Context: an optimization exercise on an open-source flow, tuned for small area, a short achievable clock period and few clock cycles. The choices shown serve that exercise and are no tape-out recipe.
The RTL was checked by simulation tests, not by an equivalence proof against the original design.

<file path="design.v">
module ADD4 (
    input [31:0] pc,
    output reg [31:0] pc4 
);
    always @(*) begin
        pc4 = pc + 4;
    end
endmodule
module ALU(
    input [3:0] ALUop,
    input [31:0] A,
    input [31:0] B,
    output reg [31:0] AO
);
    always @(*) begin
        case(ALUop) 
			4'b0000: AO = A + B;
            4'b0001: AO = A - B;
            4'b0010: AO = A | B; 
            4'b0011: AO = A & B;
            4'b0100: AO = ($signed(A) < $signed(B)) ? $signed(1) : $signed(0);
            4'b0101: AO = ({1'b0, A} < {1'b0,B}) ? 32'd1 : 32'd0;
            default: AO = 0;
        endcase
    end
endmodule
module CMP(
    input [31:0] A,
    input [31:0] B,
    output reg nequal,
    output reg equal
);
    always @(*) begin
        equal = (A == B);
        nequal = (A != B);
    end
endmodule
module CTRL(																																															
    input [5:0] op,
    input [5:0] funct,
    input [4:0] a1,
    input [4:0] a2,
	input busy,
	input start_i,
    input [1:0] E_Tnew,
    input [4:0] E_a3,
    input  E_we,
    input [1:0] M_Tnew,
	input [4:0] M_a3,
	input M_we,
    output reg useImm,
    output reg [1:0] EXTop,
    output reg [3:0] ALUop,
	output reg [1:0] WBHop,
    output reg RegWE,
    output reg [1:0] a3_sel,
    output reg MemWE,
    output reg [1:0] Tnew,
    output reg [1:0] wd_sel,
    output reg stall,
	output reg [3:0] HILOop,
	output reg start_o,
	output reg [1:0] readHL,
	output reg [1:0] writeHL
);
    reg [1:0] Tuse_rs;
    reg [1:0] Tuse_rt;
    always @(*) begin
		useImm=0;
		EXTop=0;
		ALUop=0;
		WBHop=0;
		RegWE=0;
		a3_sel=0;
		MemWE=0;
		Tnew=0;
		wd_sel=0;
		Tuse_rs = 3;
		Tuse_rt = 3;
		WBHop = 0;
		HILOop=0;
		start_o=0;
		readHL=0;
		writeHL=0;
        case(op)
            6'b00_0000: begin
                case(funct)
                6'b10_0000 : begin
					useImm=0;
					EXTop=0;
					ALUop=4'b0000;
					WBHop=0;
					RegWE=1;
					a3_sel=1;
					MemWE=0;
					Tnew=1;
					wd_sel=0;
					Tuse_rs = 1;
					Tuse_rt = 1;
					wd_sel=1;
				end
                6'b10_0010 : begin
					useImm=0;
					EXTop=0;
					ALUop=4'b0001;
					WBHop=0;
					RegWE=1;
					a3_sel=1;
					MemWE=0;
					Tnew=1;
					wd_sel=0;
					Tuse_rs = 1;
					Tuse_rt = 1;
					wd_sel=1;
				end
				6'b00_1000 : begin
					useImm=0;
					EXTop=0;
					ALUop=0;
					WBHop = 0;
					RegWE=0;
					a3_sel=0;
					MemWE=0;
					Tnew=0;
					wd_sel=0;
					Tuse_rs = 0;
					Tuse_rt = 3;
					wd_sel=0;
				end
				6'b10_0100 : begin
					useImm=0;
					EXTop=0;
					ALUop=4'b0011;
					WBHop=0;
					RegWE=1;
					a3_sel=1;
					MemWE=0;
					Tnew=1;
					wd_sel=0;
					Tuse_rs = 1;
					Tuse_rt = 1;
					wd_sel=1;
				end
				6'b10_0101 : begin
					useImm=0;
					EXTop=0;
					ALUop=4'b0010;
					WBHop=0;
					RegWE=1;
					a3_sel=1;
					MemWE=0;
					Tnew=1;
					wd_sel=0;
					Tuse_rs = 1;
					Tuse_rt = 1;
					wd_sel=1;
				end
				6'b10_1010 : begin
					useImm=0;
					EXTop=0;
					ALUop=4'b0100;
					WBHop=0;
					RegWE=1;
					a3_sel=1;
					MemWE=0;
					Tnew=1;
					wd_sel=0;
					Tuse_rs = 1;
					Tuse_rt = 1;
					wd_sel=1;
				end
				6'b10_1011 : begin
					useImm=0;
					EXTop=0;
					ALUop=4'b0101;
					WBHop=0;
					RegWE=1;
					a3_sel=1;
					MemWE=0;
					Tnew=1;
					wd_sel=0;
					Tuse_rs = 1;
					Tuse_rt = 1;
					wd_sel=1;
				end
				6'b01_1000 : begin
					useImm=0;
					EXTop=0;
					ALUop=0;
					WBHop=0;
					RegWE=0;
					a3_sel=1;
					MemWE=0;
					Tnew=0;
					wd_sel=0;
					Tuse_rs = 1;
					Tuse_rt = 1;
					wd_sel=1;
					start_o=1;
					HILOop=4'b0000;
				end
				6'b01_1001 : begin
					useImm=0;
					EXTop=0;
					ALUop=0;
					WBHop=0;
					RegWE=0;
					a3_sel=1;
					MemWE=0;
					Tnew=0;
					wd_sel=0;
					Tuse_rs = 1;
					Tuse_rt = 1;
					wd_sel=1;
					start_o=1;
					HILOop=4'b0001;
				end
				6'b01_1010 : begin
					useImm=0;
					EXTop=0;
					ALUop=0;
					WBHop=0;
					RegWE=0;
					a3_sel=1;
					MemWE=0;
					Tnew=0;
					wd_sel=0;
					Tuse_rs = 1;
					Tuse_rt = 1;
					wd_sel=1;
					start_o=1;
					HILOop=4'b0010;
				end
				6'b01_1011 : begin
					useImm=0;
					EXTop=0;
					ALUop=0;
					WBHop=0;
					RegWE=0;
					a3_sel=1;
					MemWE=0;
					Tnew=0;
					wd_sel=0;
					Tuse_rs = 1;
					Tuse_rt = 1;
					wd_sel=1;
					start_o=1;
					HILOop=4'b0011;
				end
				6'b01_0000 : begin  
					useImm=0;
					EXTop=0;
					ALUop=0;
					WBHop=0;
					RegWE=1;
					a3_sel=1;
					MemWE=0;
					Tnew=1;
					Tuse_rs=1;
					Tuse_rt=3;
					wd_sel=1;
					start_o=0;
					HILOop=0;
					readHL=2'b01;
				end
				6'b01_0010 : begin  
					useImm=0;
					EXTop=0;
					ALUop=0;
					WBHop=0;
					RegWE=1;
					a3_sel=1;
					MemWE=0;
					Tnew=1;
					Tuse_rs=1;
					Tuse_rt=3;
					wd_sel=1;
					start_o=0;
					HILOop=0;
					readHL=2'b11;
				end
				6'b01_0001 : begin  
					useImm=0;
					EXTop=0;
					ALUop=0;
					WBHop=0;
					RegWE=0;
					a3_sel=0;
					MemWE=0;
					Tnew=0;
					wd_sel=0;
					Tuse_rs = 1;
					Tuse_rt = 3;
					start_o=0;
					HILOop=0;
					writeHL=2'b01;
				end
				6'b01_0011 : begin  
					useImm=0;
					EXTop=0;
					ALUop=0;
					WBHop=0;
					RegWE=0;
					a3_sel=1;
					MemWE=0;
					Tnew=0;
					wd_sel=0;
					Tuse_rs = 1;
					Tuse_rt = 3;
					wd_sel=1;
					start_o=0;
					HILOop=0;
					writeHL=2'b11;
				end
				default: begin
					useImm=0;
					EXTop=0;
					ALUop=0;
					WBHop=0;
					RegWE=0;
					a3_sel=0;
					MemWE=0;
					Tnew=0;
					wd_sel=0;
					Tuse_rs = 3;
					Tuse_rt = 3;
					WBHop = 0;
					HILOop=0;
					start_o=0;
					readHL=0;
					writeHL=0;
				end								
                endcase
            end
            6'b00_1101 : begin
				useImm=1;
				EXTop=2'b00;
				ALUop=4'b0010;
				WBHop = 0;
				RegWE=1;
				a3_sel=0;
				MemWE=0;
				Tnew=1;
				Tuse_rs = 1;
				Tuse_rt = 3;
				wd_sel=1;
			end
            6'b00_1111 : begin
				useImm=1;
				EXTop=2'b10;
				ALUop=4'b0000;
				WBHop = 0;
				RegWE=1;
				a3_sel=0;
				MemWE=0;
				Tnew=1;
				Tuse_rs = 3;
				Tuse_rt = 3;
				wd_sel=1;
			end
            6'b00_1000 : begin
				useImm=1;
				EXTop=2'b01;
				ALUop=4'b0000;
				WBHop = 0;
				RegWE=1;
				a3_sel=0;
				MemWE=0;
				Tnew=1;
				Tuse_rs = 1;
				Tuse_rt = 3;
				wd_sel=1;
			end			
            6'b00_1100 : begin
				useImm=1;
				EXTop=2'b00;
				ALUop=4'b0011;
				WBHop=0;
				RegWE=1;
				a3_sel=0;
				MemWE=0;
				Tnew=1;
				Tuse_rs = 1;
				Tuse_rt = 3;
				wd_sel=1;
			end				
            6'b10_0011 : begin
				useImm=1;
				EXTop=2'b01;
				ALUop=4'b0000;
				WBHop = 2'b00;
				RegWE=1;
				a3_sel=0;
				MemWE=0;
				Tnew=2;
				Tuse_rs = 1;
				Tuse_rt = 3;
				wd_sel=0;
			end
            6'b10_1011 : begin
				useImm=1;
				EXTop=2'b01;
				ALUop=4'b0000;
				WBHop=2'b00;
				RegWE=0;
				a3_sel=0;
				MemWE=1;
				Tnew=0;
				Tuse_rs = 1;
				Tuse_rt = 2;
				wd_sel=0;
			end
            6'b10_0000 : begin
				useImm=1;
				EXTop=2'b01;
				ALUop=4'b0000;
				WBHop = 2'b01;
				RegWE=1;
				a3_sel=0;
				MemWE=0;
				Tnew=2;
				Tuse_rs = 1;
				Tuse_rt = 3;
				wd_sel=0;
			end
			6'b10_1000 : begin
				useImm=1;
				EXTop=2'b01;
				ALUop=4'b0000;
				WBHop = 2'b01;
				RegWE=0;
				a3_sel=0;
				MemWE=1;
				Tnew=0;
				Tuse_rs = 1;
				Tuse_rt = 2;
				wd_sel=0;
			end
            6'b10_0001 : begin
				useImm=1;
				EXTop=2'b01;
				ALUop=4'b0000;
				WBHop = 2'b10;
				RegWE=1;
				a3_sel=0;
				MemWE=0;
				Tnew=2;
				Tuse_rs = 1;
				Tuse_rt = 3;
				wd_sel=0;
			end
			6'b10_1001 : begin
				useImm=1;
				EXTop=2'b01;
				ALUop=4'b0000;
				WBHop = 2'b10;
				RegWE=0;
				a3_sel=0;
				MemWE=1;
				Tnew=0;
				Tuse_rs = 1;
				Tuse_rt = 2;
				wd_sel=0;
			end
            6'b00_0100 : begin
				useImm=0;
				EXTop=0;
				ALUop=0;
				WBHop=0;
				RegWE=0;
				a3_sel=0;
				MemWE=0;
				Tnew=0;
				Tuse_rs=0;
				Tuse_rt=0;
				wd_sel=1;
			end
			6'b00_0101 : begin
				useImm=0;
				EXTop=0;
				ALUop=0;
				WBHop=0;
				RegWE=0;
				a3_sel=0;
				MemWE=0;
				Tnew=0;
				Tuse_rs=0;
				Tuse_rt=0;
				wd_sel=1;
			end
            6'b00_0011 : begin
				useImm=0;
				EXTop=0;
				ALUop=0;
				RegWE=1;
				a3_sel=2'b10;
				MemWE=0;
				Tnew=2;
				Tuse_rs = 3;
				Tuse_rt = 3;
				wd_sel=2'b10;
			end
			default: begin
				useImm=0;
				EXTop=0;
				ALUop=0;
				WBHop=0;
				RegWE=0;
				a3_sel=0;
				MemWE=0;
				Tnew=0;
				wd_sel=0;
				Tuse_rs = 3;
				Tuse_rt = 3;
				WBHop = 0;
				HILOop=0;
				start_o=0;
				readHL=0;
				writeHL=0;
			end
        endcase
    end
    always @(*) begin
        if ((Tuse_rs == 2'b00 && (E_Tnew == 2'b01 || E_Tnew == 2'b10) || Tuse_rs == 2'b01 && E_Tnew == 2'b10) && E_we == 1 && a1 == E_a3 && a1 != 0) begin
            stall = 1;
		end else if ((Tuse_rs == 2'b00 && (M_Tnew == 2'b01 || M_Tnew == 2'b10) || Tuse_rs == 2'b01 && M_Tnew == 2'b10) && M_we == 1 && a1 == M_a3 && a1 != 0) begin
			stall = 1;
		end else if ((Tuse_rt == 2'b00 && (E_Tnew == 2'b01 || E_Tnew == 2'b10) || Tuse_rt == 2'b01 && E_Tnew == 2'b10) && E_we == 1 && a2 == E_a3 && a2 != 0) begin
            stall = 1;
        end else if ((Tuse_rt == 2'b00 && (M_Tnew == 2'b01 || M_Tnew == 2'b10) || Tuse_rt == 2'b01 && M_Tnew == 2'b10) && M_we == 1 && a2 == M_a3 && a2 != 0) begin
            stall = 1;
        end else if ((busy == 1 || start_i == 1) && (op == 6'b00_0000 && (funct == 6'b01_1000 || funct == 6'b01_1001 || funct == 6'b01_1010 || funct == 6'b01_1011 || funct == 6'b01_0000 || funct == 6'b01_0010 || funct == 6'b01_0001 || funct == 6'b01_0011))) begin
			stall = 1;
		end else begin
            stall = 0;
        end
    end
endmodule
module D(
	input [31:0] pc_i,
    input clk,
    input reset,
    input Dstall,
    input Dclear,
    input [31:0] instr_i,
    input [31:0] pc4_i,
	output reg [31:0] pc_o,
    output reg [31:0] instr_o,
    output reg [31:0] pc4_o
);
    always @(posedge clk) begin
        if (reset == 1) begin
            instr_o <= 0;
            pc4_o <= 0;
			pc_o <= 0;
        end else begin
            if (Dstall == 1) begin
                instr_o <= instr_o;
                pc4_o <= pc4_o;
				pc_o <= pc_o;
            end else if (Dclear == 1) begin
                instr_o <= 0;
                pc4_o <= 0;
				pc_o <= 0;
            end else begin
                instr_o <= instr_i;
                pc4_o <= pc4_i;
				pc_o <= pc_i;
            end
        end
    end
endmodule
module DATAEXT(
    input [1:0] A,
    input [31:0] Din,
    input [2:0] Op,
    output reg [31:0] Dout
);
    always @(*) begin
        if (Op == 3'b000) begin
            Dout = Din;
        end else if (Op == 3'b001) begin  
            if (A[1] == 1'b1) begin
                Dout = {{16{Din[31]}}, Din[31:16]};
            end else begin
                Dout = {{16{Din[15]}}, Din[15:0]};
            end
        end else if (Op == 3'b010) begin  
            if (A == 2'b00) begin
                Dout = {{24{Din[7]}}, Din[7:0]};
            end else if (A == 2'b01) begin
                Dout = {{24{Din[15]}}, Din[15:8]};
            end else if (A == 2'b10) begin
                Dout = {{24{Din[23]}}, Din[23:16]};
            end else begin
                Dout = {{24{Din[31]}}, Din[31:24]};
            end
        end else begin
            Dout = Din;
        end
    end
endmodule
module E(
    input Eclear,
	input [31:0] pc_i,
    input [4:0] a1_i,
    input [4:0] a2_i,
    input clk,
    input reset,
    input useImm_i,
    input [3:0] ALUop_i,
	input [1:0] WBHop_i,
    input RegWE_i,
    input [1:0] a3_sel_i,
    input MemWE_i,
    input [1:0] Tnew_i,
    input [31:0] RD1_i,
    input [31:0] RD2_i,
    input [1:0] wd_sel_i,
    input [31:0] ext32_i,
    input [4:0] rt_i,
    input [4:0] rd_i,
    input [31:0] pc8_i,
    input [3:0] HILOop_i,
    input start_i,
    input [1:0] readHL_i,
    input [1:0] writeHL_i,
	output reg [31:0] pc_o,
    output reg [4:0] a1_o,
    output reg [4:0] a2_o,
    output reg useImm_o,
    output reg [3:0] ALUop_o,
	output reg [1:0] WBHop_o,
    output reg RegWE_o,
    output reg [1:0] a3_sel_o,
    output reg MemWE_o,
    output reg [1:0] Tnew_o,
    output reg [31:0] RD1_o,
    output reg [31:0] RD2_o,
    output reg [1:0] wd_sel_o,
    output reg [31:0] ext32_o,
    output reg [4:0] rt_o,
    output reg [4:0] rd_o,
    output reg [31:0] pc8_o,
    output reg [3:0] HILOop_o,
    output reg start_o,
    output reg [1:0] readHL_o,
    output reg [1:0] writeHL_o
);
always @(posedge clk) begin
    if (reset == 1 || Eclear == 1) begin
        useImm_o <= 0;
        ALUop_o <= 0;
        RegWE_o <= 0;
        a3_sel_o <= 0;
        MemWE_o <= 0;
        Tnew_o <= 0;
        RD1_o <= 0;
        RD2_o <= 0;
        wd_sel_o <= 0;
        ext32_o <= 0;
        rt_o <= 0;
        rd_o <= 0;
        pc8_o <= 0;
		pc_o <= 0;
        a1_o <= 0;
        a2_o <= 0;
		WBHop_o <= 0;
        HILOop_o <= 0;
        start_o <= 0;
        readHL_o <= 0;
        writeHL_o <= 0;
    end else begin
            useImm_o <= useImm_i;
            ALUop_o <= ALUop_i;
			WBHop_o <= WBHop_i;
            RegWE_o <= RegWE_i;
            a3_sel_o <= a3_sel_i;
            MemWE_o <= MemWE_i;
            Tnew_o <= Tnew_i;
            RD1_o <= RD1_i;
            RD2_o <= RD2_i;
            wd_sel_o <= wd_sel_i;
            ext32_o <= ext32_i;
            rt_o <= rt_i;
            rd_o <= rd_i;
            pc8_o <= pc8_i;
			pc_o <= pc_i;
            a1_o <= a1_i;
            a2_o <= a2_i;
            HILOop_o <= HILOop_i;
            start_o <= start_i;
            readHL_o <= readHL_i;
            writeHL_o <= writeHL_i;
    end
end
endmodule
module EXT(
    input [15:0] imm16,
    input [1:0] extop,
    output reg [31:0] ext32
); 
    always @(*) begin
        case(extop)
            2'b00 : ext32 = {{16{1'b0}}, imm16};
            2'b01 : ext32 = {{16{imm16[15]}}, imm16};
            2'b10  : ext32 = {imm16, {16{1'b0}}};
            default : ext32 = 0;
        endcase
    end
endmodule
module FWD(
    input [4:0] a1,
    input [4:0] a2,
	input [4:0] M_a3,
	input M_we,
	input [4:0] W_a3,
	input W_we,
    output reg [1:0] v1_sel,
    output reg [1:0] v2_sel
);
    always @(*) begin
        if (a1 == M_a3 && M_we == 1 && M_a3 != 0 && a1 != 0) begin
            v1_sel = 2;
        end else if (a1 == W_a3 && W_we == 1 && W_a3 != 0 && a1 != 0) begin
            v1_sel = 1;
        end else begin
            v1_sel = 0;
        end
    end
     always @(*) begin
        if (a2 == M_a3 && M_we == 1 && M_a3 != 0 && a2 != 0) begin
            v2_sel = 2;
        end else if (a2 == W_a3 && W_we == 1 && W_a3 != 0 && a2 != 0) begin
            v2_sel = 1;
        end else begin
            v2_sel = 0;
        end
    end
endmodule
module GRF(
	input [31:0] pc,
    input clk,
    input reset,
    input [4:0] a1,
    input [4:0] a2,
    input [4:0] a3,
    input [31:0]wd,
    input we,
    output reg [31:0] RD1,
    output reg [31:0] RD2
);
    reg [31:0] regs [0:31];
    always @(*) begin
        if (a1 == a3 && we == 1 && a1 != 0) begin
            RD1 = wd;
        end else begin
            RD1 = regs[a1];
        end
        if (a2 == a3 && we == 1 && a2 != 0) begin
            RD2 = wd;
        end else begin
            RD2 = regs[a2];
        end
    end
    integer i;
    always @(posedge clk) begin
        if (reset == 1) begin
            for (i = 0 ; i < 32; i = i + 1) begin
                regs[i] <= 0;
            end
        end else begin
            if (we == 1 && a3 != 0) begin
                regs[a3] <= wd;
            end else begin
                regs[a3] <= regs[a3];
            end
        end
    end
endmodule
module HILO(
    input clk,
    input reset,
    input start_i,
    input [3:0] op,
    input [31:0] D1,
    input [31:0] D2,
    input [1:0] we,
    input [31:0] wd,
    output reg [31:0] HI,
    output reg [31:0] LO,
    output reg busy,
    output reg start_o
);
    reg [3:0] timer;
    reg [63:0] temp;
    always @(*) begin
        start_o=start_i;
    end
    always @(posedge clk) begin
        if (reset == 1) begin
            HI <= 0;
            LO <= 0;
            busy <= 0;
            timer <= 0;
            temp <= 0;
        end else begin
            if (timer == 0) begin
                if (start_i == 1) begin
                    busy <= 1;
                    if (op == 4'b0000) begin
                        temp <= $signed(D1) * $signed(D2);
                        timer <= 5;
                    end else if (op == 4'b0001) begin
                        temp <= D1 *  D2;    
                        timer <= 5;       
                    end else if (op == 4'b0010) begin
                        temp[63:32] <= $signed(D1) % $signed(D2);
                        temp[31:0] <= $signed(D1) / $signed(D2);
                        timer <= 10;
                    end else if (op == 4'b0011) begin
                        temp[63:32] <= D1 % D2;
                        temp[31:0] <= D1 / D2;           
                        timer <= 10;       
                    end
                end else if (we[0] == 1) begin
                    if  (we[1] == 1) begin 
                        LO <= wd; 
                    end else begin 
                        HI <= wd; 
                    end
                end else begin
                    timer <= 0;
                end
            end else begin
                if (timer == 1) begin
                    HI <= temp[63:32];
                    LO <= temp[31:0];
                    busy <= 1'b0;
                    timer <= 1'b0;
                end else begin
                    HI <= HI;
                    LO <= LO;
                    timer <= timer - 1;
                end
            end
        end
    end
endmodule
module M(
	input [31:0] pc_i,
    input clk,
    input reset,
    input [31:0] AO_i,
    input [31:0] RD2_i,
    input [4:0] a2_i,
    input [4:0] a3_i, 
    input RegWE_i,
    input [1:0] Tnew_i,
    input [31:0] pc8_i,
    input MemWE_i,
    input [1:0] wd_sel_i,
	input [1:0] WBHop_i,
	output reg [31:0] pc_o,
    output reg [31:0] AO_o,  
    output reg [31:0] RD2_o,
    output reg [4:0] a2_o,
    output reg [4:0] a3_o,  
    output reg RegWE_o,  
    output reg [1:0] Tnew_o,  
    output reg [31:0] pc8_o,
    output reg MemWE_o,
    output reg [1:0] wd_sel_o,
	output reg [1:0] WBHop_o
);
    always @(posedge clk) begin
        if (reset == 1) begin
            AO_o <= 0;
            RD2_o <= 0;
            a3_o <= 0;
            RegWE_o <= 0;
            Tnew_o <= 0;
            pc8_o <= 0;
            MemWE_o <= 0;
            wd_sel_o <= 0;
			pc_o <= 0;
            a2_o <= 0;
			WBHop_o <=0 ;
        end else begin
            AO_o <= AO_i;
            RD2_o <= RD2_i;
            a3_o <= a3_i;
            RegWE_o <= RegWE_i;
            Tnew_o <= Tnew_i - 2'd1;
            pc8_o <= pc8_i;
            MemWE_o <= MemWE_i;
            wd_sel_o <= wd_sel_i;
			pc_o <= pc_i;
            a2_o <= a2_i;
			WBHop_o <= WBHop_i;
		end
    end
endmodule
module NPC(
    input equal,
    input nequal,
    input [5:0] op,
    input [5:0] funct,
    input [31:0] pc4,
    input [25:0] dst,
    input [31:0] regdst,
    input [15:0] offset,
    output reg [31:0] npc,
    output reg Dclear,
    output reg [31:0] pc8,
    output reg branch
);
    wire [31:0] beq;
    wire [31:0] j;
	wire [31:0] pc;
    assign beq = {{14{offset[15]}}, offset, {2{1'b0}}} + pc4;
    assign pc = pc4-32'd4;
	assign j = {pc[31:28], dst, 1'b0, 1'b0};
    always @(*) begin
        Dclear = 0;
        pc8 = pc4 + 4;
        branch = 0;
        npc =  32'h00003000;
        case (op)
        6'b00_0000 : begin
            case (funct)
                6'b00_1000 : begin
                    Dclear = 0;
                    npc = regdst;
                    branch = 1;
                end
            endcase
        end
        6'b00_0100 : begin
            if (equal == 1) begin
                Dclear = 0;
                npc = beq;
                branch =  1;
            end
        end
        6'b00_0011 : begin
            Dclear = 0;
            npc = j;
            branch = 1;
        end
        6'b00_0101 : begin
            if (nequal == 1) begin
                Dclear = 0;
                npc = beq;
                branch =  1;
            end
        end
        default : begin
            Dclear = 0;
            npc = 0;
            branch =  0;
        end
        endcase
    end
endmodule
module PC(
    input clk,
    input reset,
    input PCstall,
    input [31:0] npc,
    output reg [31:0] pc
);
    always @(posedge clk) begin
        if (reset == 1) begin
            pc <= 32'h00003000;
        end else begin 
            if (PCstall == 1) begin
                pc <= pc;
            end else begin
                pc <= npc;
            end    
        end
    end
endmodule
module W(
	input [31:0] pc_i,
    input clk,
    input reset,
    input [1:0]  Tnew_i,
    input [31:0] mrd_i,
    input [31:0] ao_i,
    input [31:0] pc8_i,
    input RegWE_i,
    input [1:0] wd_sel_i,
    input [4:0] a3_i,
	output reg [31:0] pc_o,
    output reg RegWE_o,  
    output reg [31:0] wd_o,
    output reg [4:0] a3_o  
);
    always @(posedge clk) begin
        if (reset == 1) begin
            RegWE_o <= 0;
            wd_o <= 0;
            a3_o <= 0;
			pc_o <= 0;
        end else begin
            RegWE_o <= RegWE_i;
            a3_o <= a3_i;
			pc_o <= pc_i;
            case(wd_sel_i) 
                2'b00: wd_o <= mrd_i;
                2'b01: wd_o <= ao_i;
                2'b10: wd_o <= pc8_i;
                default : wd_o <= 0;
            endcase
        end
    end
endmodule
module mips(
    input clk,
    input reset,
    input [31:0] i_inst_rdata,
    input [31:0] m_data_rdata,
    output [31:0] i_inst_addr,
    output [31:0] m_data_addr,
    output [31:0] m_data_wdata,
    output [3 :0] m_data_byteen,
    output [31:0] m_inst_addr,
    output w_grf_we,
    output [4:0] w_grf_addr,
    output [31:0] w_grf_wdata,
    output [31:0] w_inst_addr
);
    assign i_inst_addr = PC_pc;
    assign m_data_addr = M_AO;
    assign m_data_wdata =  (M_MemWE == 1 && M_WBHop == 2'b00)                       ?  RD2 : 
                           (M_MemWE == 1 && M_WBHop == 2'b10 && M_AO[1] == 1'b1)    ? {RD2[15:0],RD2[15:0]} :
						   (M_MemWE == 1 && M_WBHop == 2'b10 && M_AO[1] == 1'b0)    ? {RD2[15:0],RD2[15:0]} : 
                           (M_MemWE == 1 && M_WBHop == 2'b01 && M_AO[1:0] == 2'b00) ? {RD2[7:0],RD2[7:0],RD2[7:0],RD2[7:0]} :
                           (M_MemWE == 1 && M_WBHop == 2'b01 && M_AO[1:0] == 2'b01) ? {RD2[7:0],RD2[7:0],RD2[7:0],RD2[7:0]} :
                           (M_MemWE == 1 && M_WBHop == 2'b01 && M_AO[1:0] == 2'b10) ? {RD2[7:0],RD2[7:0],RD2[7:0],RD2[7:0]} :
                           (M_MemWE == 1 && M_WBHop == 2'b01 && M_AO[1:0] == 2'b11) ? {RD2[7:0],RD2[7:0],RD2[7:0],RD2[7:0]} : 0;
    assign m_data_byteen = (M_MemWE == 1 && M_WBHop == 2'b00)                       ? 4'b1111 : 
                           (M_MemWE == 1 && M_WBHop == 2'b10 && M_AO[1] == 1'b1)    ? 4'b1100 :
						   (M_MemWE == 1 && M_WBHop == 2'b10 && M_AO[1] == 1'b0)    ? 4'b0011 : 
                           (M_MemWE == 1 && M_WBHop == 2'b01 && M_AO[1:0] == 2'b00) ? 4'b0001 :
                           (M_MemWE == 1 && M_WBHop == 2'b01 && M_AO[1:0] == 2'b01) ? 4'b0010 :
                           (M_MemWE == 1 && M_WBHop == 2'b01 && M_AO[1:0] == 2'b10) ? 4'b0100 :
                           (M_MemWE == 1 && M_WBHop == 2'b01 && M_AO[1:0] == 2'b11) ? 4'b1000 : 4'd0;
    assign m_inst_addr = M_pc;
    assign w_grf_we = W_RegWE;
    assign w_grf_addr = W_a3;
    assign w_grf_wdata = W_wd;
    assign w_inst_addr = W_pc;
	wire stall;
    wire [31:0] PC_pc, IM_instr, ADD4_pc4, D_instr, D_pc4, GRF_RD1_0, GRF_RD2_0, EXT_ext32, 
                E_RD1, E_RD2, E_ext32, ALU_AO, M_AO, M_RD2, M_pc8, DM_RD, W_wd, NPC_npc, NPC_pc8, 
                E_pc8, D_pc, E_pc, M_pc, W_pc, GRF_RD1, GRF_RD2, HILO_HI, HILO_LO, next_pc, A, B, 
                AO, RD2_0, RD2, rdata;
    wire CTRL_useimm, CTRL_RegWE, CTRL_MemWE, E_useImm, E_RegWE, E_MemWE, M_RegWE, M_MemWE, 
         W_RegWE, CMP_equal, CMP_nequal, NPC_Dclear, HILO_busy, HILO_start_o, CTRL_start, NPC_branch;
    wire [1:0] CTRL_EXTop, CTRL_a3_sel, CTRL_Tnew, FWD_v1_sel, FWD_v2_sel, CTRL_wd_sel, E_a3_sel, 
               E_Tnew, E_wd_sel, M_Tnew, M_wd_sel, grf_v1_sel, grf_v2_sel, dm_v2_sel, 
               CTRL_WBHop, E_WBHop, M_WBHop, CTRL_writeHL, CTRL_readHL, E_writeHL, E_readHL;
    wire [3:0] CTRL_ALUop, E_ALUop, CTRL_HILOop, E_HILOop;
    wire [4:0] E_rt, E_rd, M_a3, W_a3, E_a1, E_a2, M_a2, a3;
    wire [2:0] deop;
    assign next_pc = (NPC_branch == 1) ? NPC_npc : ADD4_pc4;
    PC pc0(
        .clk(clk),
        .reset(reset),
        .PCstall(stall),
        .npc(next_pc),
        .pc(PC_pc)
    );
    ADD4 add4(
        .pc(PC_pc),
        .pc4(ADD4_pc4)
    );
    D d0(
        .pc_i(PC_pc),
        .clk(clk),
        .reset(reset),
        .Dstall(stall),
        .Dclear(NPC_Dclear),
        .instr_i(i_inst_rdata),
        .pc4_i(ADD4_pc4),
        .instr_o(D_instr),
        .pc4_o(D_pc4),
        .pc_o(D_pc)
    );
    CTRL ctrl0(
        .op(D_instr[31:26]),
        .funct(D_instr[5:0]),
        .a1(D_instr[25:21]),
        .a2(D_instr[20:16]),
        .busy(HILO_busy),
        .start_i(HILO_start_o),
        .E_Tnew(E_Tnew),
        .E_a3(a3),
        .E_we(E_RegWE),
        .M_Tnew(M_Tnew),
        .M_a3(M_a3),
        .M_we(M_RegWE),
        .useImm(CTRL_useimm),
        .EXTop(CTRL_EXTop),
        .ALUop(CTRL_ALUop),
        .WBHop(CTRL_WBHop),
        .RegWE(CTRL_RegWE),
        .a3_sel(CTRL_a3_sel),
        .MemWE(CTRL_MemWE),
        .Tnew(CTRL_Tnew),
        .wd_sel(CTRL_wd_sel),
        .stall(stall),
        .HILOop(CTRL_HILOop),
        .start_o(CTRL_start),
        .readHL(CTRL_readHL),
        .writeHL(CTRL_writeHL)
    );
    GRF grf0(
        .pc(W_pc),
        .clk(clk),
        .reset(reset),
        .a1(D_instr[25:21]),
        .a2(D_instr[20:16]),
        .a3(W_a3),
        .wd(W_wd),
        .we(W_RegWE),
        .RD1(GRF_RD1_0),
        .RD2(GRF_RD2_0)
    );
    FWD fwd0(
        .a1(D_instr[25:21]),
        .a2(D_instr[20:16]),
        .M_a3(M_a3),
        .M_we(M_RegWE),
        .W_a3(W_a3),
        .W_we(W_RegWE),
        .v1_sel(grf_v1_sel),
        .v2_sel(grf_v2_sel)
    );
    assign GRF_RD1 = (grf_v1_sel == 2'b00) ? GRF_RD1_0 :
                     (grf_v1_sel == 2'b01) ? W_wd      :
                     (grf_v1_sel == 2'b10) ? M_AO      : 0 ;
    assign GRF_RD2 = (grf_v2_sel == 2'b00) ? GRF_RD2_0 :
                     (grf_v2_sel == 2'b01) ? W_wd      :
                     (grf_v2_sel == 2'b10) ? M_AO      : 0 ;
    EXT ext0(
        .imm16(D_instr[15:0]),
        .extop(CTRL_EXTop),
        .ext32(EXT_ext32)
    );
    CMP cmp0(
        .A(GRF_RD1),
        .B(GRF_RD2),
        .equal(CMP_equal),
        .nequal(CMP_nequal)
    );
    NPC npc0(
        .equal(CMP_equal),
        .nequal(CMP_nequal),
        .op(D_instr[31:26]),
        .funct(D_instr[5:0]),
        .pc4(D_pc4),
        .dst(D_instr[25:0]),
        .offset(D_instr[15:0]),
        .npc(NPC_npc),
        .Dclear(NPC_Dclear),
        .pc8(NPC_pc8),
        .branch(NPC_branch),
        .regdst(GRF_RD1)
    );
    E e0(
        .Eclear(stall),
        .a1_i(D_instr[25:21]),
        .a2_i(D_instr[20:16]),
        .pc_i(D_pc),
        .clk(clk),
        .reset(reset),
        .useImm_i(CTRL_useimm),
        .ALUop_i(CTRL_ALUop),
        .WBHop_i(CTRL_WBHop),
        .RegWE_i(CTRL_RegWE),
        .a3_sel_i(CTRL_a3_sel),
        .MemWE_i(CTRL_MemWE),
        .Tnew_i(CTRL_Tnew),
        .RD1_i(GRF_RD1),
        .RD2_i(GRF_RD2),
        .wd_sel_i(CTRL_wd_sel),
        .ext32_i(EXT_ext32),
        .rt_i(D_instr[20:16]),
        .rd_i(D_instr[15:11]),
        .pc8_i(NPC_pc8),
        .HILOop_i(CTRL_HILOop),
        .start_i(CTRL_start),
        .readHL_i(CTRL_readHL),
        .writeHL_i(CTRL_writeHL),
        .a1_o(E_a1),
        .a2_o(E_a2),
        .useImm_o(E_useImm),
        .ALUop_o(E_ALUop),
        .WBHop_o(E_WBHop),
        .RegWE_o(E_RegWE),
        .a3_sel_o(E_a3_sel),
        .MemWE_o(E_MemWE),
        .Tnew_o(E_Tnew),
        .RD1_o(E_RD1),
        .RD2_o(E_RD2),
        .wd_sel_o(E_wd_sel),
        .ext32_o(E_ext32),
        .rt_o(E_rt),
        .rd_o(E_rd),
        .pc8_o(E_pc8),
        .pc_o(E_pc),
        .HILOop_o(E_HILOop),
        .start_o(E_start),
        .readHL_o(E_readHL),
        .writeHL_o(E_writeHL)
    );
    FWD fwd1(
        .a1(E_a1),
        .a2(E_a2),
        .M_a3(M_a3),
        .M_we(M_RegWE),
        .W_a3(W_a3),
        .W_we(W_RegWE),
        .v1_sel(FWD_v1_sel),
        .v2_sel(FWD_v2_sel)
    );
    assign A = (FWD_v1_sel == 2'b00) ? E_RD1 :
               (FWD_v1_sel == 2'b01) ? W_wd  :
               (FWD_v1_sel == 2'b10) ? M_AO  : 0 ;
    assign B = (E_useImm == 1'b1)  ? E_ext32 : 
               (E_useImm == 0 && FWD_v2_sel == 2'b00) ? E_RD2 :
               (E_useImm == 0 && FWD_v2_sel == 2'b01) ? W_wd  :
               (E_useImm == 0 && FWD_v2_sel == 2'b10) ? M_AO: 0 ;
    HILO hilo0(
        .clk(clk),
        .reset(reset),
        .start_i(E_start),
        .op(E_HILOop),
        .D1(A),
        .D2(B),
        .we(E_writeHL),
        .wd(A),
        .HI(HILO_HI),
        .LO(HILO_LO),
        .busy(HILO_busy),
        .start_o(HILO_start_o)
    );
    ALU alu0(
        .ALUop(E_ALUop),
        .A(A),
        .B(B),
        .AO(ALU_AO)
    );
    assign AO = (E_readHL == 2'b00)   ? ALU_AO  :
                (E_readHL == 2'b01) ? HILO_HI :
                (E_readHL == 2'b11) ? HILO_LO : 0 ;
    assign a3 = (E_a3_sel == 2'b00) ? E_rt :
                (E_a3_sel == 2'b01) ? E_rd :
                (E_a3_sel == 2'b10) ? 5'd31 : 5'd0;
    assign RD2_0 = (FWD_v2_sel == 2'b00) ? E_RD2 :
                    (FWD_v2_sel == 2'b01)    ? W_wd  :
                    (FWD_v2_sel == 2'b10)    ? M_AO  : 0 ;
    M m0(
        .pc_i(E_pc),
        .clk(clk),
        .reset(reset),
        .a2_i(E_a2),
        .AO_i(AO),
        .RD2_i(RD2_0),
        .a3_i(a3),
        .WBHop_i(E_WBHop),
        .RegWE_i(E_RegWE),
        .Tnew_i(E_Tnew),
        .pc8_i(E_pc8),
        .MemWE_i(E_MemWE),
        .wd_sel_i(E_wd_sel),
        .WBHop_o(M_WBHop),
        .a2_o(M_a2),
        .AO_o(M_AO),  
        .RD2_o(M_RD2),
        .a3_o(M_a3),  
        .RegWE_o(M_RegWE),  
        .Tnew_o(M_Tnew),  
        .pc8_o(M_pc8),
        .MemWE_o(M_MemWE),
        .wd_sel_o(M_wd_sel),
        .pc_o(M_pc)
    );
    assign RD2 = (dm_v2_sel == 2'b00) ? M_RD2 : 
                 (dm_v2_sel == 2'b10) ? M_AO  :                 
                 (dm_v2_sel == 2'b01) ? W_wd  : 0 ;
    FWD fwd2(
        .a1(5'd0),
        .a2(M_a2),
        .M_a3(5'd0),
        .M_we(1'd0),
        .W_a3(W_a3),
        .W_we(W_RegWE),
        .v2_sel(dm_v2_sel)
    );
    assign deop = (M_WBHop == 2'b00) ?  3'b000 : 
                  (M_WBHop == 2'b10) ?  3'b001 :
                  (M_WBHop == 2'b01) ?  3'b010 : 3'd0 ;
    DATAEXT dataext(
        .A(M_AO[1:0]),
        .Din(m_data_rdata),
        .Op(deop),
        .Dout(rdata)
    );
    W w0(
        .pc_i(M_pc),
        .clk(clk),
        .reset(reset),
        .Tnew_i(M_Tnew),
        .mrd_i(rdata),
        .ao_i(M_AO),
        .pc8_i(M_pc8),
        .RegWE_i(M_RegWE),
        .wd_sel_i(M_wd_sel),
        .a3_i(M_a3),
        .RegWE_o(W_RegWE),  
        .wd_o(W_wd),  
        .a3_o(W_a3),  
        .pc_o(W_pc)
    );
endmodule
</file>
<file path="constraint.sdc">
create_clock -name core_clock -period 100.0 [get_ports {clk}]
set_input_delay 20.0000 -clock core_clock [delete_from_list [all_inputs] [get_ports {clk}]]
set_output_delay 20.0000 -clock core_clock [all_outputs]
set_load 0.01 [all_outputs]
</file>
<file path="run.sh">
#!/bin/bash
# synth_recipe.tcl (not shown) runs the flow's synth.tcl, then flattens the netlist and writes it again
# the make line also repeats each setting of config.mk as NAME=value (left out here)
make -C /OpenROAD-flow-scripts/flow DESIGN_CONFIG=/design/flow/config.mk WORK_HOME=/design/flow/orfs CLKGATE_MAP_FILE= SYNTH_SCRIPT=/design/flow/synth_recipe.tcl finish
</file>
<file path="config.mk">
export PLATFORM = sky130hd
export DESIGN_NAME = mips
export DESIGN_NICKNAME = mips
export VERILOG_FILES = /design/flow/design.v
export SDC_FILE = /design/flow/constraint.sdc
export NUM_CORES = 4
export LEC_CHECK = 0
export CAP_MARGIN = 20
export CORE_MARGIN = 2
export CORE_UTILIZATION = 40
export SLEW_MARGIN = 20
</file>
==> results.json <==
{
  "grt_max_degree": 143,
  "io_buffers": 267,
  "cpMostUsedCell": "buf_4",
  "track_usage_pct": 37.7,
  "hold_class": "reg -> reg",
  "synth_cells": 22200,
  "clk_pin_slew_worst_paths_ns": 0.07,
  "clockRootBuffer": "clkbuf_16",
  "crit_fanout": 25,
  "synth_edf_count": 1024,
  "die_area_um2": 505000,
  "clk-insertion-delay-late_ns": 0.92,
  "cp-endpoint": "hilo0.temp[63]",
  "cts_num_sinks": 1716,
  "outcome": "complete, no violations",
  "cts_tree": "yes",
  "cp.depth": 445,
  "dr.pass1.iters": 24,
  "worstPathRequired_ns": 100.77,
  "period_needed_ns": 95.49,
  "relSlewSlack_pct": 11.3,
  "regArea_um2": 44700,
  "viasPerCell": 6.21,
  "die_h_um": 710,
  "grt_pass1_vias": 182000,
  "dp_slack_ns": 0.0159,
  "synth_warnings": 16,
  "critPathTopFamily": "compound AO/OA/AOI/OAI gates",
  "period_share_pct": 95.5,
  "yosysTopAreaCell": "edfxtp_1",
  "drt-total-wl_um": 977000,
  "crit_buf_inv": 62,
  "overflow": 0,
  "ys_seq_area_share_pct": 22.4,
  "cts_inserted_buffers": 191,
  "initial_utilization_pct": 40.1,
  "yosys_register_bits": 1716,
  "ys_top_cells_by_count": "nand2_1, nor2_1, inv_1, ha_1, fa_1",
  "ant_nets": 0,
  "fin_worst_skew_ns": 0.121,
  "synth_top_area_share_pct": 15.4,
  "crit_type": "reg -> reg",
  "synthTopCellsByArea": "edfxtp_1, fa_1, ha_1, mux4_2, dfxtp_1",
  "async_flop_share_pct": 0,
  "vias": 190000,
  "rr_worst_depth": 445,
  "synth_flop_cell": "edfxtp_1",
  "place_hpwl_um": 737000,
  "wl_per_cell_um": 32.0,
  "setup_viol": 0,
  "cap_violations": 0,
  "antenna_found_initial": 92,
  "fillers": 47900,
  "synth_area_per_cell_um2": 8.97,
  "cts_max_level": 4,
  "multi_input_area_um2": 145000,
  "final.setup.tns_ns": 0,
  "post_synth_num_cell_types": 111,
  "die_x_um": 710,
  "ff2ff_setup_slack_ns": 4.51,
  "tightest_slew_ns": 1.32,
  "slowest_stage": "xnor2_1",
  "coreArea_um2": 497000,
  "slew_viol_final": 0,
  "io_pins": 268,
  "drive_above_1_share_pct": 16.5,
  "slowest_delay_ns": 0.73,
  "endpoint_kind": "flop",
  "routabilityCongestion": 1.07,
  "syn_to_final_growth_pct": 15.8,
  "rows": 259,
  "cts_hold_buf": 0,
  "clockBufferDepth": 4,
  "remaining_drc_errors": 0,
  "critical_path_arrival_ns": 96.26,
  "start_kind": "flop",
  "timing.rr.start": "m0.a3_o[3]",
  "setup_ws_ns": 4.51,
  "hold_viol": 0,
  "fin_nets": 26800,
  "drt-initial-drc-count": 23600,
  "crit_start": "m0.a3_o[3]",
  "grt_pass1_wl_um": 1360000,
  "synth_area_um2": 200000,
  "r2r-end": "hilo0.temp[63]",
  "max_freq_ghz": 0.0105,
  "synth_most_common_cell": "nand2_1"
}
state kept, by name, summed over array words and instances (netlist names), 32 cells and up, named ones only:
register    flops
d0.instr_o     32
pc0.pc         32
m0.RD2_o       32
w0.wd_o        32
hilo0.HI       32
m0.pc8_o       32
e0.RD2_o       32
e0.ext32_o     32
e0.RD1_o       32
hilo0.temp     64
grf0.regs    1024
hilo0.LO       32
w0.pc_o        32
m0.AO_o        32
d0.pc_o        32
e0.pc8_o       32
how the worst min path moves through the flow:
stage | end | cells after the start | slack (ns) | startpoint
6_report | m0.Tnew_o[0] | 1 | 0.42 | e0.Tnew_o[0]
5_1_grt | m0.Tnew_o[0] | 1 | 0.44 | e0.Tnew_o[0]
4_1_cts | m0.Tnew_o[0] | 1 | 0.42 | e0.Tnew_o[0]
3_5_place_dp | m0.Tnew_o[0] | 1 | 0.41 | e0.Tnew_o[0]
3_3_place_gp | m0.pc_o[30] | 1 | 0.42 | e0.pc_o[30]
2_1_floorplan | m0.Tnew_o[0] | 1 | 0.39 | e0.Tnew_o[0]
cell families (layout without fill, tap and decap cells):
family | Yosys count | count (layout) | synth area share [%]
DFF | 1716 | 1716 | 22.4
xor gates and xnor gates | 1057 | 1057 | 4.64
buffers and inverters | 3228 | 4763 | 6.13
adders and majority gates | 3072 | 3072 | 24.8
muxes | 1040 | 1040 | 9.34
other | 1 | 107 | 0.00188
and+or+nand+nor | 7599 | 7601 | 17.9
AOI/OAI and AO/OA | 4529 | 4531 | 14.8
cells in the final DEF (no fill, tap or decap), types with 181 or more instances in the layout:
cell type and instances:
a211oi_1 214, a21o_1 385, a21oi_1 1280, a31oi_1 181, and2_1 759, buf_4 2210, clkbuf_16 194, clkdlybuf4s50_1 266
dfxtp_1 654, edfxtp_1 1024, fa_1 1476, ha_1 1592, inv_1 1873, mux2i_1 242, mux4_2 641, nand2_1 2213
nand3_1 296, nor2_1 2029, nor2b_1 282, nor3_1 882, o21a_1 375, o21ai_0 735, xnor2_1 644, xor2_1 389
layer usage:
| layer | track usage, % | routed length, µm | up-vias |
|---|---|---|---|
| met3 | 11.6 | 117000 | 3131 |
| met4 | 27.0 | 88300 | 57 |
| met2 | 56.3 | 413000 | 12200 |
| met1 | 46.2 | 359000 | 93100 |
| li1 | - | - | 81100 |
| met5 | 0.190 | 674 | - |
final cells by class:
| type | count | area share (%) |
|---|---|---|
| multi-input cells | 17300 | 62.7 |
| flip-flops and latches | 1716 | 19.3 |
| repair buffers | 2503 | 8.53 |
| well taps | 6655 | 3.60 |
| inverters | 1915 | 3.11 |
| clock buffers | 264 | 2.33 |
| clock inverters | 81 | 0.328 |
| diodes | 75 | 0.0812 |
repair_timing:
item	CTS	global route
setup buffers	0	28
pin swaps	0	36
resized for setup	4	229
setup endpoints to repair	21	64
gates cloned	0	4
through the flow:
stage                     std cells  hold WS, ns  area [µm²]  utilization, %
after floorplan               22300        0.393      200000               -
after global placement        30100        0.416      223000            44.9
after detailed placement      30100        0.412      223000            44.9
after CTS                     30400        0.418      230000            46.2
after global routing          30500        0.441      231000            46.4
final                         30500        0.417      231000            46.5
Testbench counts, summed over its fixed seeds: cycles 125,233.

==> separate check: timing with driven ports <==
The flow's constraints put no driver on any port. The routed layout listed below was extracted and timed again, unchanged, in two steps. Step 1: set_driving_cell puts a clkbuf_16 on clk and a buf_2 on each other input, an assumption about the parent block. Step 2 adds t to the input delays and takes it off the output delays; t is the mean of the earliest and latest rising clock arrival at the registers after step 1. Input paths then give back, and output paths get back, about the clock's delay inside the block. Slacks: no drivers / after step 1 / after step 2; pairs: no drivers / after step 1.
t, ns: 0.951
setup WS [ns]: 4.514 / 4.514 / 4.514
worst register clock-pin slew, ns: 0.08 / 0.08
After both steps this run still meets setup and hold. For this run, drivers alone change the setup slack by 0.000 ns; drivers and shift together by 0.000 ns.
